From an optimization exercise on the open Yosys and OpenROAD flow, aimed at small area; shortcuts taken in it are not production practice.
Where RTL was checked, it was by simulation tests only, not by an equivalence proof against the original.
Power is estimated from default activity; no workload was simulated.

## v6
==> flow/design.v <==
module atm_code(input clk, input rst, input BTN3, BTN2, BTN1, input [3:0] SW,
                output reg [7:0] LED, output reg [6:0] digit4, digit3, digit2, digit1);
  localparam [3:0] IDLE = 4'd0;
  localparam [3:0] PE3 = 4'd1;
  localparam [3:0] PE2 = 4'd2;
  localparam [3:0] PE1 = 4'd3;
  localparam [3:0] LOCK = 4'd4;
  localparam [3:0] MENU = 4'd5;
  localparam [3:0] MONEY = 4'd6;
  localparam [3:0] WARN = 4'd7;
  localparam [3:0] PC3 = 4'd8;
  localparam [3:0] PC2 = 4'd9;
  localparam [3:0] PC1 = 4'd10;
  localparam [3:0] NEW = 4'd11;
  localparam [3:0] RSTC = 4'd12;
  reg [3:0] st, disp;
  reg [3:0] pin;
  reg [15:0] bal_d;   
  reg [4:0] pend;     
  reg [6:0] cnt;      
  reg [3:0] st_n;
  reg [4:0] pend_n;
  wire s = pend[4];
  wire [4:0] c;
  assign c[0] = s;
  genvar i;
  generate for (i = 0; i < 4; i = i + 1) begin : rca
    assign c[i+1] = (bal_d[i] & pend[i]) | (c[i] & (bal_d[i] ^ pend[i]));
  end endgenerate
  wire [15:0] bal;
  assign bal[3:0] = bal_d[3:0] ^ pend[3:0] ^ c[3:0];
  wire [16:4] k;
  assign k[4] = c[4] ^ s;
  generate for (i = 4; i < 16; i = i + 1) begin : incdec
    assign k[i+1] = k[i] & (bal_d[i] ^ s);
  end endgenerate
  assign bal[15:4] = bal_d[15:4] ^ k[15:4];
  wire hi_nz = |bal[15:4];
  wire [4:0] g1, g0;
  assign g1[0] = 1'b1; assign g0[0] = 1'b0;
  generate for (i = 0; i < 4; i = i + 1) begin : cmp
    assign g1[i+1] = (bal[i] & ~SW[i]) | (g1[i] & (bal[i] | ~SW[i]));
    assign g0[i+1] = (bal[i] & ~SW[i]) | (g0[i] & (bal[i] | ~SW[i]));
  end endgenerate
  wire gt = hi_nz | g0[4];
  wire ge = hi_nz | g1[4];
  wire ok = (pin == SW);
  wire t100 = (cnt == 7'd22);
  wire t50 = (cnt == 7'd86);
  wire run = (st == LOCK) ? !t100 : (st == WARN) ? !t50 : 1'b0;
  wire [6:0] cnt_step = {cnt[5:0], ~(cnt[6] ^ cnt[5])};
  always @(*) begin
    pend_n = 5'd0;
    if (st == MONEY) begin
      if (BTN3) pend_n = {1'b0, SW};
      else if (BTN2 && ge) pend_n = {1'b1, ~SW};
    end
  end
  always @(*) begin
    st_n = st;
    case (st)
      IDLE: if (BTN3) st_n = PE3;
      PE3: if (BTN3) st_n = ok ? MENU : PE2; else if (BTN1) st_n = IDLE;
      PE2: if (BTN1) st_n = IDLE; else if (BTN3) st_n = ok ? MENU : PE1;
      PE1: if (BTN1) st_n = IDLE; else if (BTN3) st_n = ok ? MENU : LOCK;
      LOCK: if (t100) st_n = IDLE;
      MENU: if (BTN1) st_n = IDLE; else if (BTN3) st_n = MONEY; else if (BTN2) st_n = PC3;
      MONEY: if (BTN1) st_n = MENU; else if (BTN2 && !gt) st_n = WARN;
      WARN: if (t50) st_n = MONEY;
      PC3: if (BTN1) st_n = MENU; else if (BTN3) st_n = ok ? NEW : PC2;
      PC2: if (BTN1) st_n = MENU; else if (BTN3) st_n = ok ? NEW : PC1;
      PC1: if (BTN1) st_n = MENU; else if (BTN3) st_n = ok ? NEW : LOCK;
      NEW: if (BTN3) st_n = MENU;
      default: st_n = 4'bxxxx;
    endcase
  end
  always @(posedge clk or posedge rst) begin
    if (rst) begin
      st <= IDLE; disp <= RSTC; pin <= 4'd0; bal_d <= 16'd0; pend <= 5'd0;
    end else begin
      st <= st_n; disp <= st; bal_d <= bal; pend <= pend_n;
      if (st == NEW && BTN3) pin <= SW;
    end
  end
  always @(posedge clk) cnt <= run ? cnt_step : 7'd0;
  function [6:0] hex7(input [3:0] v);
    case (v)
      4'd0: hex7 = 7'b0000001;
      4'd1: hex7 = 7'b1001111;
      4'd2: hex7 = 7'b0010010;
      4'd3: hex7 = 7'b0000110;
      4'd4: hex7 = 7'b1001100;
      4'd5: hex7 = 7'b0100100;
      4'd6: hex7 = 7'b0100000;
      4'd7: hex7 = 7'b0001101;
      4'd8: hex7 = 7'b0000000;
      4'd9: hex7 = 7'b0000100;
      4'd10: hex7 = 7'b0001000;
      4'd11: hex7 = 7'b1100000;
      4'd12: hex7 = 7'b0110001;
      4'd13: hex7 = 7'b1000010;
      4'd14: hex7 = 7'b0110000;
      4'd15: hex7 = 7'b0111000;
    endcase
  endfunction
  always @(*) begin
    case (disp)
      IDLE: begin LED = 8'b00000001; digit4 = 7'b0110001; digit3 = 7'b0001000; digit2 = 7'b1111010; digit1 = 7'b1000010; end
      PE3: begin LED = 8'b10000000; digit4 = 7'b0011000; digit3 = 7'b0110000; digit2 = 7'b1111110; digit1 = 7'b0000110; end
      PE2: begin LED = 8'b11000000; digit4 = 7'b0011000; digit3 = 7'b0110000; digit2 = 7'b1111110; digit1 = 7'b0010010; end
      PE1: begin LED = 8'b11100000; digit4 = 7'b0011000; digit3 = 7'b0110000; digit2 = 7'b1111110; digit1 = 7'b1001111; end
      LOCK: begin LED = 8'b11111111; digit4 = 7'b0111000; digit3 = 7'b0001000; digit2 = 7'b1111001; digit1 = 7'b1110001; end
      MENU: begin LED = 8'b00010000; digit4 = 7'b0000001; digit3 = 7'b0011000; digit2 = 7'b0110000; digit1 = 7'b1101010; end
      MONEY: begin LED = 8'b00001000; digit4 = hex7(bal_d[15:12]); digit3 = hex7(bal_d[11:8]); digit2 = hex7(bal_d[7:4]); digit1 = hex7(bal_d[3:0]); end
      WARN: begin LED = 8'b11111111; digit4 = 7'b1111110; digit3 = 7'b1101010; digit2 = 7'b0001000; digit1 = 7'b1111110; end
      PC3: begin LED = 8'b00000100; digit4 = 7'b0011000; digit3 = 7'b0110001; digit2 = 7'b1111110; digit1 = 7'b0000110; end
      PC2: begin LED = 8'b00000110; digit4 = 7'b0011000; digit3 = 7'b0110001; digit2 = 7'b1111110; digit1 = 7'b0010010; end
      PC1: begin LED = 8'b00000111; digit4 = 7'b0011000; digit3 = 7'b0110001; digit2 = 7'b1111110; digit1 = 7'b1001111; end
      NEW: begin LED = 8'b00000010; digit4 = 7'b0011000; digit3 = 7'b0001000; digit2 = 7'b0100100; digit1 = 7'b0100100; end
      RSTC: begin LED = 8'b10101010; digit4 = 7'bx; digit3 = 7'bx; digit2 = 7'bx; digit1 = 7'bx; end
      default: begin LED = 8'bx; digit4 = 7'bx; digit3 = 7'bx; digit2 = 7'bx; digit1 = 7'bx; end
    endcase
  end
endmodule
export LEC_CHECK = 0
export CAP_MARGIN = 20
export CORE_MARGIN = 2
export CORE_UTILIZATION = 40
export SLEW_MARGIN = 20
create_clock -name core_clock -period 5.0 [get_ports {clk}]
run.sh (not shown) runs the stock make flow with config.mk's settings and CLKGATE_MAP_FILE= SYNTH_SCRIPT=/design/flow/synth_recipe.tcl, a recipe that flattens the netlist after the stock synthesis.
## Diff of input files: v7 against v6
--- a/flow/design.v
+++ b/flow/design.v
@@ -33,11 +33,12 @@
   assign k[4] = c[4] ^ s;
   generate for (i = 4; i < 16; i = i + 1) begin : incdec
     assign k[i+1] = k[i] & (bal_d[i] ^ s);
   end endgenerate
   assign bal[15:4] = bal_d[15:4] ^ k[15:4];
-  wire hi_nz = |bal[15:4];
+  wire inc = c[4] & ~s, dec = s & ~c[4];
+  wire hi_nz = ~((bal_d[15:4] == 12'd0 & ~inc & ~dec) | (bal_d[15:4] == 12'hfff & inc) | (bal_d[15:4] == 12'd1 & dec));
   wire [4:0] g1, g0;
   assign g1[0] = 1'b1; assign g0[0] = 1'b0;
   generate for (i = 0; i < 4; i = i + 1) begin : cmp
     assign g1[i+1] = (bal[i] & ~SW[i]) | (g1[i] & (bal[i] | ~SW[i]));
     assign g0[i+1] = (bal[i] & ~SW[i]) | (g0[i] & (bal[i] | ~SW[i]));
==> run summary <==
The final layout from v7, which completed every stage, passed the timing, DRC and antenna checks at the end of the flow.
Looking at v7 and v6, the met3 track utilization from global routing is a wash.
[compare] base=v6 new=v7: die outline area lost about 4.6%; portion of the clock cycle consumed by the worst path in the final layout fell by 10 points; estimated wirelength of the detail-placed design fell by 90 um.
Re combinational group share of total power: v7 and v6 aren't equal, and the higher value belongs to v7.
Power ends up higher on v7.
Only the layout flow was run in v6; the RTL was not checked for function there.

## what the ideal ports hide
How much do the figures lean on ideal ports? The routed layouts below were timed once more, with nothing changed but the port constraints. Step 1, drivers: a clkbuf_16 drives clk and a buf_2 each remaining input, both assumed. Step 2, shift: input delay + t, output delay - t, t = (earliest + latest rising clock arrival at the registers) / 2. This alone moves slack from input paths to output paths. Slacks: ideal / step 1 / step 2; pairs: ideal / step 1.
| run | t, ns | setup WS [ns] | pins driven straight from the clock port |
|---|---|---|---|
| v6 | 0.315 | 0.664 / 0.664 / 0.664 | 1 |
| v7 | 0.310 | 1.179 / 1.151 / 1.304 | 1 |
After both steps every run listed still meets setup and hold.
